What follows belongs to an exercise in optimizing a design on an open flow for small area and a short achievable clock period; a production flow would make more cautious choices.
The RTL was checked by simulation tests, not by an equivalence proof against the original design.

== run 1 ==
// aipp_coherent_phase_recovery
module aipp_coherent_phase_recovery (
    input wire clk_local_ref,
    input wire rst_n,
    input wire [127:0] optical_in,
    input wire lock_enable,
    output reg clk_omega_out,
    output reg phase_locked,
    output reg [15:0] phase_error
);
==> flow/config.mk <==
export PLATFORM = sky130hd
export DESIGN_NAME = aipp_coherent_phase_recovery
export DESIGN_NICKNAME = aipp_coherent_phase_recovery
export VERILOG_FILES = /design/flow/design.v
export SDC_FILE = /design/flow/constraint.sdc
export NUM_CORES = 4
export LEC_CHECK = 0
export CAP_MARGIN = 20
export CORE_MARGIN = 2
export CORE_UTILIZATION = 40
export PLACE_DENSITY = 0.6
export SETUP_SLACK_MARGIN = 1.0
export SLEW_MARGIN = 20
==> flow/constraint.sdc <==
create_clock -name core_clock -period 5.5 [get_ports {clk_local_ref}]
set_input_delay 1.1000 -clock core_clock [delete_from_list [all_inputs] [get_ports {clk_local_ref}]]
set_output_delay 1.1000 -clock core_clock [all_outputs]
set_load 0.01 [all_outputs]
standard.sh (not shown) runs the stock make flow with config.mk's settings and CLKGATE_MAP_FILE= SYNTH_SCRIPT=/design/flow/synth_recipe.tcl, a recipe that flattens the netlist after the stock synthesis.
==> flow/flow/run.sh <==
#!/bin/bash
# Own layout flow: the standard ORFS flow (standard.sh), with two changes:
#  - synthesis runs without Yosys's early "abc -fast" pass (SYNTH_ARGS=-noabc), so the full
#    adders that ORFS extracts from the RTL's explicit carry-save logic keep their polarity
#    (no inverter pairs around them); the final ABC mapping is unchanged;
#  - the port buffers that placement inserts are buf_1 cells rather than the default choice.
# Everything else (floorplan, power grid, taps, placement, CTS, routing) is standard.sh unchanged.
set -euo pipefail
export SYNTH_ARGS="-noabc"
export BUFFER_PORTS_ARGS="-buffer_cell sky130_fd_sc_hd__buf_1"
export CTS_ARGS="-sink_clustering_enable -repair_clock_nets -dont_use_dummy_load -buf_list sky130_fd_sc_hd__clkbuf_4"
bash standard.sh > standard_make.log 2>&1
Relative to run 1, the following input files were edited for run 2:
- clearing SETUP_SLACK_MARGIN, which used to be 1.0
==> flow/run.sh (new file) <==
#!/bin/bash
# synth_recipe.tcl (not shown) runs the flow's synth.tcl, then flattens the netlist and writes it again
# the make line also repeats each setting of config.mk as NAME=value (left out here)
make -C /OpenROAD-flow-scripts/flow DESIGN_CONFIG=/design/flow/config.mk WORK_HOME=/design/flow/orfs CLKGATE_MAP_FILE= SYNTH_SCRIPT=/design/flow/synth_recipe.tcl finish
removed: flow/flow/run.sh
removed: flow/standard.sh
### Flow results
- Compared with run 1, run 2 shows a area of the die that is 4.5% higher.
- NOTE wire length of the first global-routing pass run 1->run 2 increased by more than 10%
- For the mux contribution to synthesized area, run 2 came in 0.96 points lower than run 1 did.
- Between run 1 and run 2, sequential area share after synthesis is lower for run 2, run 1 comes in above that.
- Against run 1, run 2 comes in 1.1 points lower on simple-gate area share of the yosys netlist.
- For run 1, the commonest non-fill, non-tap cell in the layout was sky130_fd_sc_hd__fa_1, unlike run 2, where it was sky130_fd_sc_hd__inv_1.
- Re number of flip-flops and latches: no difference whatsoever between run 1 and run 2.
Input changes introduced in run 3 (baseline for comparison: run 2):
- SETUP_SLACK_MARGIN now 1.0, previously not set
==> flow/flow/run.sh (new file) <==
#!/bin/bash
# Own layout flow: the standard ORFS flow (standard.sh), with two changes:
#  - synthesis runs without Yosys's early "abc -fast" pass (SYNTH_ARGS=-noabc), so the full
#    adders that ORFS extracts from the RTL's explicit carry-save logic keep their polarity
#    (no inverter pairs around them); the final ABC mapping is unchanged;
#  - the port buffers that placement inserts are buf_1 cells rather than the default choice.
# Everything else (floorplan, power grid, taps, placement, CTS, routing) is standard.sh unchanged.
set -euo pipefail
export SYNTH_ARGS="-noabc"
export BUFFER_PORTS_ARGS="-buffer_cell sky130_fd_sc_hd__buf_1"
export CTS_ARGS="-sink_clustering_enable -repair_clock_nets -dont_use_dummy_load -buf_list sky130_fd_sc_hd__clkbuf_8"
bash standard.sh > standard_make.log 2>&1
==> flow/standard.sh (new file) <==
#!/bin/bash
# synth_recipe.tcl (not shown) runs the flow's synth.tcl, then flattens the netlist and writes it again
# the make line also repeats each setting of config.mk as NAME=value (left out here)
make -C /OpenROAD-flow-scripts/flow DESIGN_CONFIG=/design/flow/config.mk WORK_HOME=/design/flow/orfs CLKGATE_MAP_FILE= SYNTH_SCRIPT=/design/flow/synth_recipe.tcl "${@:-finish}"
removed: flow/run.sh
Notes after the runs:
- After detailed routing, run 2 needs more wire than run 3.
- The final reports for run 3 and run 2 show endpoint required time on the critical path lower in the former.
- Compared with run 2, run 3 improves minimum clock period.
Input changes introduced in run 4 (baseline for comparison: run 3):
- CTS_BUF_LIST now sky130_fd_sc_hd__clkbuf_4, previously not set
- SETUP_SLACK_MARGIN now 2.0, was 1.0
==> flow/run.sh (new file) <==
#!/bin/bash
# synth_recipe.tcl (not shown) runs the flow's synth.tcl, then flattens the netlist and writes it again
# the make line also repeats each setting of config.mk as NAME=value (left out here)
make -C /OpenROAD-flow-scripts/flow DESIGN_CONFIG=/design/flow/config.mk WORK_HOME=/design/flow/orfs CLKGATE_MAP_FILE= SYNTH_SCRIPT=/design/flow/synth_recipe.tcl finish
removed: flow/flow/run.sh
removed: flow/standard.sh
Results
- Run 3 -> run 4: flip-flop and latch count flat
- Run 3 → run 4: maximum number of pins on one net before global-route repair up about 60%, clock slew at the register clock pins of the worst setup and hold paths increased 0.04 ns, global-route usage over all layers +0.98 points, global-route wire length before repair now sits higher, transition time at the pin with the least slew margin shows an increase of 0.21 ns.
- Compared with run 3, in run 4 global routing met1 resource utilization now larger, total length of routed wires now larger.
Changes in run 5 relative to run 4:
- SETUP_SLACK_MARGIN: 2.0 -> 1.0
- CTS_BUF_LIST: sky130_fd_sc_hd__clkbuf_4 -> unset
==> comparison <==
- Run 5: sum of met2 wire segment lengths after detailed routing is 5.6% lower than what run 4 reported.
- Worst reg-to-reg setup slack was higher in the run labelled run 4.
- [compare] base=run 4 new=run 5: non-clock buffer count lower.

what the ideal ports hide:
The results above use ideal ports. As a check the final layouts listed here were re-extracted and re-timed, cells and wires unchanged. Step 1 (the two cells are an assumption about what drives the block):
set clk [get_ports {clk_local_ref}]
set_driving_cell -lib_cell sky130_fd_sc_hd__clkbuf_16 $clk
set_driving_cell -lib_cell sky130_fd_sc_hd__buf_2 [delete_from_list [all_inputs] $clk]
Step 2 also shifts input and output timing later by t, the mid clock arrival at the registers, as if the neighbouring blocks saw the same clock. Slacks: ideal / step 1 / step 2; pairs: ideal / step 1.
run | t (ns) | setup WS [ns] | clock arrival spread, ns
run 1 | 0.433 | 1.130 / 1.130 / 0.795 | 0.029 / 0.029
run 2 | 0.373 | 0.892 / 0.892 / 0.827 | 0.004 / 0.004
run 3 | 0.369 | 1.124 / 1.124 / 0.876 | 0.015 / 0.016
run 4 | 0.482 | 1.477 / 1.477 / 1.401 | 0.012 / 0.012
run 5 | 0.372 | 1.270 / 1.270 / 1.007 | 0.004 / 0.004
After both steps setup and hold are still met in every run listed. The setup slack of run 1, which loses most, moves by 0.000 ns with the drivers and by -0.335 ns with both steps.
